This is an optimization exercise on Yosys and OpenROAD, whose aim is small area and a short achievable clock period, not a production implementation. The RTL was checked by simulation tests, not by an equivalence proof against the original design. Power is estimated from default activity; no workload was simulated.

==> branch juniper <==
Design conv_calc_5ks, start of the top module:
module conv_calc_5ks(
    valid_in, clk, rst,
    out_data_0, out_data_1, out_data_2, out_data_3, out_data_4, out_data_5, out_data_6, out_data_7, out_data_8, out_data_9, out_data_10, out_data_11, out_data_12, out_data_13, out_data_14, out_data_15, out_data_16, out_data_17, out_data_18, out_data_19, out_data_20, out_data_21, out_data_22, out_data_23, out_data_24,
  ...
==> flow/config.mk <==
export PLATFORM = sky130hd
export DESIGN_NAME = conv_calc_5ks
export DESIGN_NICKNAME = conv_calc_5ks
export VERILOG_FILES = /design/flow/design.v
export SDC_FILE = /design/flow/constraint.sdc
export NUM_CORES = 4
export LEC_CHECK = 0
export CAP_MARGIN = 20
export CORE_MARGIN = 2
export CORE_UTILIZATION = 40
export SLEW_MARGIN = 20
==> flow/constraint.sdc <==
create_clock -name core_clock -period 14.0 [get_ports {clk}]
set_input_delay 2.8000 -clock core_clock [delete_from_list [all_inputs] [get_ports {clk}]]
set_output_delay 2.8000 -clock core_clock [all_outputs]
set_load 0.01 [all_outputs]
standard.sh (not shown) runs the stock make flow with config.mk's settings and CLKGATE_MAP_FILE= SYNTH_SCRIPT=/design/flow/synth_recipe.tcl, a recipe that flattens the netlist after the stock synthesis.
==> flow/flow/run.sh <==
#!/bin/bash
set -euo pipefail
MARGIN=${MARGIN:-8.0}
bash standard.sh SETUP_SLACK_MARGIN=$MARGIN finish > standard.log 2>&1
==> inputs of branch xenon, as changes to branch juniper <==
--- a/flow/config.mk
+++ b/flow/config.mk
@@ -10,2 +10,3 @@
 export CORE_UTILIZATION = 40
 export SLEW_MARGIN = 20
+export TNS_END_PERCENT = 0
==> qor summary <==
	branch xenon	branch juniper
Number of buffers inserted during clock tree synthesis	30	27
Synthesis-to-layout area growth	11.4%	33.9%
Run status	no timing/DRC/antenna violations	no timing/DRC/antenna violations
End of the critical path	r2_7_0	conv_out_2[10]
Count of instances resized after the clock tree is built	475	4096
Highest cell delay on the worst timing path	1000 ps	580 ps
Number of post-CTS setup repair buffers	19	283
Utilization after layout	44.9%	54.0%
Critical path class	primary input to flip-flop	flip-flop to primary output
Biggest fanout along the worst timing path	13	3
Cell area reported after detailed placement	71700 um2	73400 um2
Power spent charging and discharging nets	0.0106 W	0.0120 W
Routed metal-1 wire length	131000 um	125000 um
Crit path DAT	7570 ps	4140 ps
Setup slack after placement	5870 ps	6030 ps
Final Worst Setup Slack	6980 ps	7060 ps
Peak supply drop	0.856 mV	0.770 mV
Max Clk Rate	142 MHz	144 MHz
Number of placed instances with taps included	9757	9754
Via count	58489	60670
Antenna diode count	41	25
Clock input transition at the sequential cells of the worst setup and hold paths	70 ps	60 ps
Antenna violations before repair	71	40
Global-route wire length before repair	444000 um	439000 um
Final std cells w/o fill	9870	10275
Most common cell after layout, fill and taps aside	sky130_fd_sc_hd__fa_1	sky130_fd_sc_hd__xnor2_1


==> job 4617: inputs <==
Starting RTL as in the previous note.
// conv_calc_5ks
module conv_calc_5ks(
    valid_in, clk, rst,
    out_data_0, out_data_1, out_data_2, out_data_3, out_data_4, out_data_5, out_data_6, out_data_7, out_data_8, out_data_9, out_data_10, out_data_11, out_data_12, out_data_13, out_data_14, out_data_15, out_data_16, out_data_17, out_data_18, out_data_19, out_data_20, out_data_21, out_data_22, out_data_23, out_data_24,
  ...
export LEC_CHECK = 0
export CAP_MARGIN = 20
export CORE_MARGIN = 2
export CORE_UTILIZATION = 40
export SLEW_MARGIN = 20
create_clock -name core_clock -period 14.0 [get_ports {clk}]
==> flow/flow/run.sh <==
#!/bin/bash
set -euo pipefail
MARGIN=${MARGIN:-7.5}
bash standard.sh SETUP_SLACK_MARGIN=$MARGIN finish > standard.log 2>&1
==> job 9736: changes against job 4617 <==
==> flow/run.sh (new file) <==
#!/bin/bash
# synth_recipe.tcl (not shown) runs the flow's synth.tcl, then flattens the netlist and writes it again
# the make line also repeats each setting of config.mk as NAME=value (left out here)
make -C /OpenROAD-flow-scripts/flow DESIGN_CONFIG=/design/flow/config.mk WORK_HOME=/design/flow/orfs CLKGATE_MAP_FILE= SYNTH_SCRIPT=/design/flow/synth_recipe.tcl finish
removed: flow/flow/run.sh
removed: flow/standard.sh
==> comparison <==
- Hold slack: job 9736 is lower than job 4617 (0.0055 ns).
- Of job 9736 and job 4617, job 4617 has the higher fmax (gap about 14%, measured against job 4617).
- Between job 9736 and job 4617, the lower combinational power is in job 9736 (gap about 6%, measured against job 4617).
- Between job 4617 and job 9736, the lower setup slack is in job 9736 (gap 1.1 ns).
- In job 4617 the power is larger than in job 9736, by 5.7%.
- In synthesized cell count, job 9736 and job 4617 do not differ.
- Clock power: job 9736 is lower than job 4617 (6.3%).


==> inputs of 02-17 <==
conv_calc_5ks, a different RTL version from the one above (not shown whole).
clock: 14.0 ns
lec_check: 0
cap_margin: 20
core_margin: 2
core_utilization: 40
slew_margin: 20
run.sh (not shown) runs the stock make flow with config.mk's settings and CLKGATE_MAP_FILE= SYNTH_SCRIPT=/design/flow/synth_recipe.tcl, a recipe that flattens the netlist after the stock synthesis.
Stock flow here: none of the scripts above is used.
==> 09-15 (differences from 02-17) <==
==> flow/flow/run.sh (new file) <==
#!/bin/bash
set -euo pipefail
MARGIN=${MARGIN:-7.0}
bash standard.sh SETUP_SLACK_MARGIN=$MARGIN finish > standard.log 2>&1
==> flow/standard.sh (new file) <==
#!/bin/bash
# synth_recipe.tcl (not shown) runs the flow's synth.tcl, then flattens the netlist and writes it again
# the make line also repeats each setting of config.mk as NAME=value (left out here)
make -C /OpenROAD-flow-scripts/flow DESIGN_CONFIG=/design/flow/config.mk WORK_HOME=/design/flow/orfs CLKGATE_MAP_FILE= SYNTH_SCRIPT=/design/flow/synth_recipe.tcl "${@:-finish}"
- CORE_UTILIZATION: 40 -> 55
- PLACE_DENSITY: unset -> 0.75
removed: flow/run.sh
==> impl_metrics.ini <==
[setup_path]
crit_path_start = out_data_3[5]
startpoint_type = primary input
required_ns = 14.47
crit_arrival_ns = 7.47

[placement]
place.gp.congestion = 1.13

[die]
die-area_mm2 = 0.124

[global_route]
grt_use_met1_pct = 62.7
grt_pass1_vias = 56800
use_met3_pct = 18.0

[sta]
rsz0062_at_grt = yes

[cells_and_area]
fin_nets = 9725

[run_status]
status = no timing/DRC/antenna violations

[pwr]
peakVddDrop_v = 0.000430
pg_clk_uw = 763
Source of the figures above: 09-15

==> impl_metrics.ini <==
[cells_and_area]
fin_nets = 9696

[pwr]
pg_clk_uw = 709
peakVddDrop_v = 0.000525

[setup_path]
required_ns = 11.20
crit_path_start = r0_1_0$_DFF_P_
startpoint_type = register

[global_route]
grt_use_met1_pct = 49.9
use_met3_pct = 11.0

[run_status]
status = no timing/DRC/antenna violations

[placement]
place.gp.congestion = 1.09

[sta]
rsz0062_at_grt = no
Source of the figures above: 02-17



==> v19 <==
Another version of the RTL of conv_calc_5ks (not shown whole).
export LEC_CHECK = 0
export CAP_MARGIN = 20
export CORE_MARGIN = 2
export CORE_UTILIZATION = 40
export SLEW_MARGIN = 20
export TNS_END_PERCENT = 0
create_clock -name core_clock -period 14.0 [get_ports {clk}]
standard.sh (not shown) runs the stock make flow with config.mk's settings and CLKGATE_MAP_FILE= SYNTH_SCRIPT=/design/flow/synth_recipe.tcl, a recipe that flattens the netlist after the stock synthesis.
==> flow/flow/run.sh <==
#!/bin/bash
set -euo pipefail
MARGIN=${MARGIN:-8.0}
bash standard.sh SETUP_SLACK_MARGIN=$MARGIN finish > standard.log 2>&1
==> v6: changes against v19 <==
==> flow/flow/run.sh (replaced) <==
#!/bin/bash
set -euo pipefail
MARGIN=${MARGIN:-7.5}
bash standard.sh SETUP_SLACK_MARGIN=$MARGIN finish > standard.log 2>&1
Settings changed: TNS_END_PERCENT 0 to default.
==> comparison table <==
| quantity | v19 | v6 |
|---|---|---|
| Status | finished clean | finished clean |
| Routed length on met2 | 134,000 um | 133,000 um |
| Via count of the first global-routing pass | 54,976 | 55,235 |
| Critical Path Start Type | input port | flop |
| Layout Cells excl Fill | 9,724 | 9,926 |
| M2 GR Usage | 55.8% | 55.9% |
| Fraction of area in multi-input gates | 77.2% | 76.8% |
| Type of element capturing the critical path | flop | output port |
| Met3 demand-to-capacity share in global routing | 11.0% | 10.8% |
| Worst hold margin | 2.31 ns | 2.35 ns |
| FF+latch area | 0.00435 sq mm | 0.00437 sq mm |
| Worst setup slack after placement | 6.01 ns | 6.02 ns |
| Leakage power figure | 29.3 nW | 30.7 nW |
| Critical setup path kind | input port to flop | flop to output port |
| DP HPWL | 274,000 um | 271,000 um |
| Power per standard cell area | 285 mW/mm^2 | 304 mW/mm^2 |
| Routed vias | 58,259 | 58,736 |
| Post-route cell area | 0.0721 sq mm | 0.0754 sq mm |
| Achievable clock frequency | 146 MHz | 148 MHz |
| Clk tree area frac | 1.19% | 1.20% |
| Multi-input combinational cell area | 0.0557 sq mm | 0.0579 sq mm |


==> 10-14: inputs <==
Starting RTL as in the previous note.
// conv_calc_5ks
module conv_calc_5ks(
    valid_in, clk, rst,
    out_data_0, out_data_1, out_data_2, out_data_3, out_data_4, out_data_5, out_data_6, out_data_7, out_data_8, out_data_9, out_data_10, out_data_11, out_data_12, out_data_13, out_data_14, out_data_15, out_data_16, out_data_17, out_data_18, out_data_19, out_data_20, out_data_21, out_data_22, out_data_23, out_data_24,
    out_weight_0, out_weight_1, out_weight_2, out_weight_3, out_weight_4, out_weight_5, out_weight_6, out_weight_7, out_weight_8, out_weight_9, out_weight_10, out_weight_11, out_weight_12, out_weight_13, out_weight_14, out_weight_15, out_weight_16, out_weight_17, out_weight_18, out_weight_19, out_weight_20, out_weight_21, out_weight_22, out_weight_23, out_weight_24, out_weight_25, out_weight_26, out_weight_27, out_weight_28, out_weight_29, out_weight_30, out_weight_31, out_weight_32, out_weight_33, out_weight_34, out_weight_35, out_weight_36, out_weight_37, out_weight_38, out_weight_39, out_weight_40, out_weight_41, out_weight_42, out_weight_43, out_weight_44, out_weight_45, out_weight_46, out_weight_47, out_weight_48, out_weight_49, out_weight_50, out_weight_51, out_weight_52, out_weight_53, out_weight_54, out_weight_55, out_weight_56, out_weight_57, out_weight_58, out_weight_59, out_weight_60, out_weight_61, out_weight_62, out_weight_63, out_weight_64, out_weight_65, out_weight_66, out_weight_67, out_weight_68, out_weight_69, out_weight_70, out_weight_71, out_weight_72, out_weight_73, out_weight_74,
    bias_0, bias_1, bias_2,
    conv_out_1, conv_out_2, conv_out_3,
    valid_out
);
Settings: LEC_CHECK=0, CAP_MARGIN=20, CORE_MARGIN=2, CORE_UTILIZATION=40, SLEW_MARGIN=20, TNS_END_PERCENT=0; clock period 14.0 ns.
==> flow/flow/run.sh <==
#!/bin/bash
set -euo pipefail
MARGIN=${MARGIN:-8.0}
bash standard.sh SETUP_SLACK_MARGIN=$MARGIN \
  "BUFFER_PORTS_ARGS=-buffer_cell sky130_fd_sc_hd__buf_2" \
  finish > standard.log 2>&1
==> 08-20 (differences from 10-14) <==
==> flow/flow/run.sh (replaced) <==
#!/bin/bash
set -euo pipefail
MARGIN=${MARGIN:-8.0}
bash standard.sh SETUP_SLACK_MARGIN=$MARGIN \
  "BUFFER_PORTS_ARGS=-buffer_cell sky130_fd_sc_hd__buf_1" \
  finish > standard.log 2>&1
==> summary.txt <==
Layout
  – Fraction of area in multi-input gates: between 80% and 90%
  – Finished Cell Area: between 0.06 and 0.07 mm2
  – Nets@finish: 9139
  – Non-clk buf share: 4.20%

Pwr
  – Clock Power Share: under 10%
  – Sequential power: roughly 0.0015 W

STA
  – Min Hold Slack: roughly 2.0 ns
  – Tmin final: 6.79 ns
  – Worst-Margin Slew: around 0.76 ns

Route
  – Vias: 57838
  – WL per Instance: between 30 and 40 um
  – Met3 WL: ~37000 um

Status
  – Run status: finished clean

GRT
  – Vias in the first global route: approximately 54000
  – GR Layer Usage met1: around half
  – First-pass GRT wire length: 428000 um

Worst setup path
  – Critical path buffer and inverter count: 1
  – CP max FO: 4
  – CP arrival: about 4.0 ns

Clocking
  – Post-CTS Resized: 10
[end of results for 10-14]
==> summary.txt <==
Status
  – Run status: finished clean

Worst setup path
  – CP max FO: 9
  – Setup crit start: out_data_13[6]
  – Critical path buffer and inverter count: 2

STA
  – Min Hold Slack: 1.96 ns
  – Setup WS post-layout: around 7.2 ns
  – F_max: approximately 0.15 GHz
  – Tmin final: approximately 6.8 ns

Layout
  – Fraction of area in multi-input gates: 79.4%
  – Finished Cell Area: around 0.07 mm2
  – Nets@finish: roughly 9200

GRT
  – Vias in the first global route: around 55000
  – GR Layer Usage met1: 50.8%
  – First-pass GRT wire length: approximately 430000 um

Route
  – Met3 WL: around 38000 um
  – WL per Instance: around 32 um

Pwr
  – Sequential power: 0.00144 W
  – Clock Power Share: under 10%
[end of results for 08-20]


==> run P: inputs <==
Starting RTL as in the previous note.
export LEC_CHECK = 0
export CAP_MARGIN = 20
export CORE_MARGIN = 2
export CORE_UTILIZATION = 40
export SLEW_MARGIN = 20
export TNS_END_PERCENT = 5
create_clock -name core_clock -period 14.0 [get_ports {clk}]
==> flow/flow/run.sh <==
#!/bin/bash
set -euo pipefail
MARGIN=${MARGIN:-8.0}
bash standard.sh SETUP_SLACK_MARGIN=$MARGIN \
  "BUFFER_PORTS_ARGS=-buffer_cell sky130_fd_sc_hd__buf_2" \
  finish > standard.log 2>&1
==> run B (differences from run P) <==
==> flow/run.sh (new file) <==
#!/bin/bash
# synth_recipe.tcl (not shown) runs the flow's synth.tcl, then flattens the netlist and writes it again
# the make line also repeats each setting of config.mk as NAME=value (left out here)
make -C /OpenROAD-flow-scripts/flow DESIGN_CONFIG=/design/flow/config.mk WORK_HOME=/design/flow/orfs CLKGATE_MAP_FILE= SYNTH_SCRIPT=/design/flow/synth_recipe.tcl finish
--- a/flow/config.mk
+++ b/flow/config.mk
@@ -9,4 +9,3 @@
 export CORE_MARGIN = 2
 export CORE_UTILIZATION = 40
 export SLEW_MARGIN = 20
-export TNS_END_PERCENT = 5
removed: flow/flow/run.sh
removed: flow/standard.sh
==> run M (differences from run P) <==
==> flow/flow/run.sh (replaced) <==
#!/bin/bash
set -euo pipefail
MARGIN=${MARGIN:-9.0}
bash standard.sh SETUP_SLACK_MARGIN=$MARGIN \
  "BUFFER_PORTS_ARGS=-buffer_cell sky130_fd_sc_hd__buf_2" \
  finish > standard.log 2>&1
--- a/flow/config.mk
+++ b/flow/config.mk
@@ -9,4 +9,4 @@
 export CORE_MARGIN = 2
 export CORE_UTILIZATION = 40
 export SLEW_MARGIN = 20
-export TNS_END_PERCENT = 5
+export TNS_END_PERCENT = 0
==> notes <==
Die area is the same in run M and run P. Worst setup slack: run M > run P > run B. Of run B and run M, run B has the higher critical path depth (gap 3). Via count: run B is lower than run P (1.3%). In run M the total power is lower than in run B, by 4.5%. Clock power is about the same in run P and run B. Routed wire length: run P > run M > run B. Between run M and run B, the lower sequential share of layout area is in run B (gap 0.26 points). In synthesized cell count, run P and run M do not differ. Combinational power is about the same in run P and run B. Against run P, the non-clock buffer count of run B is lower by 54.

-- port drivers added, routing unchanged --
No port has a modelled driver above. Below, the same layouts with a new extraction and two added sets of constraints.
Step 1 assumes that a clkbuf_16 drives the clock port and a buf_2 every other input.
Step 2 adds t to the input delays and takes it off the output delays; t is the mean of the earliest and latest rising clock arrival at the registers after step 1. Input paths then give back, and output paths get back, about the clock's delay inside the block.
Slacks: no drivers / after step 1 / after step 2; pairs: no drivers / after step 1.
| run | t, ns | setup slack, ns | worst register clock-pin slew, ns | worst data-port slew with drivers (ns) | pins driven straight from the clock port |
|---|---|---|---|---|---|
| branch juniper | 0.693 | 7.061 / 6.975 / 7.068 | 0.07 / 0.07 | 0.29 | 1 |
| branch xenon | 0.738 | 6.980 / 7.005 / 6.267 | 0.10 / 0.10 | 0.25 | 1 |
| job 4617 | 0.720 | 7.239 / 7.157 / 6.758 | 0.08 / 0.08 | 0.23 | 1 |
| job 9736 | 0.749 | 6.140 / 6.208 / 5.459 | 0.07 / 0.07 | 0.40 | 1 |
| 02-17 | 0.649 | 6.275 / 6.200 / 5.650 | 0.08 / 0.08 | 0.25 | 1 |
| 09-15 | 0.659 | 7.003 / 6.983 / 6.324 | 0.07 / 0.07 | 0.22 | 1 |
| v19 | 0.659 | 7.159 / 7.106 / 6.447 | 0.08 / 0.08 | 0.24 | 1 |
| v6 | 0.658 | 7.236 / 7.173 / 6.762 | 0.07 / 0.07 | 0.34 | 1 |
| 10-14 | 0.665 | 7.215 / 7.151 / 6.595 | 0.09 / 0.09 | 0.26 | 1 |
| 08-20 | 0.699 | 7.184 / 7.118 / 6.457 | 0.10 / 0.10 | 0.25 | 1 |
| run P | 0.665 | 7.208 / 7.141 / 6.578 | 0.09 / 0.09 | 0.29 | 1 |
| run B | 0.689 | 6.531 / 6.467 / 5.779 | 0.10 / 0.10 | 0.28 | 1 |
| run M | 0.665 | 7.215 / 7.151 / 6.595 | 0.09 / 0.09 | 0.26 | 1 |
After both steps every run listed still meets setup and hold. The setup slack of run B, which loses most, moves by -0.064 ns with the drivers and by -0.752 ns with both steps.
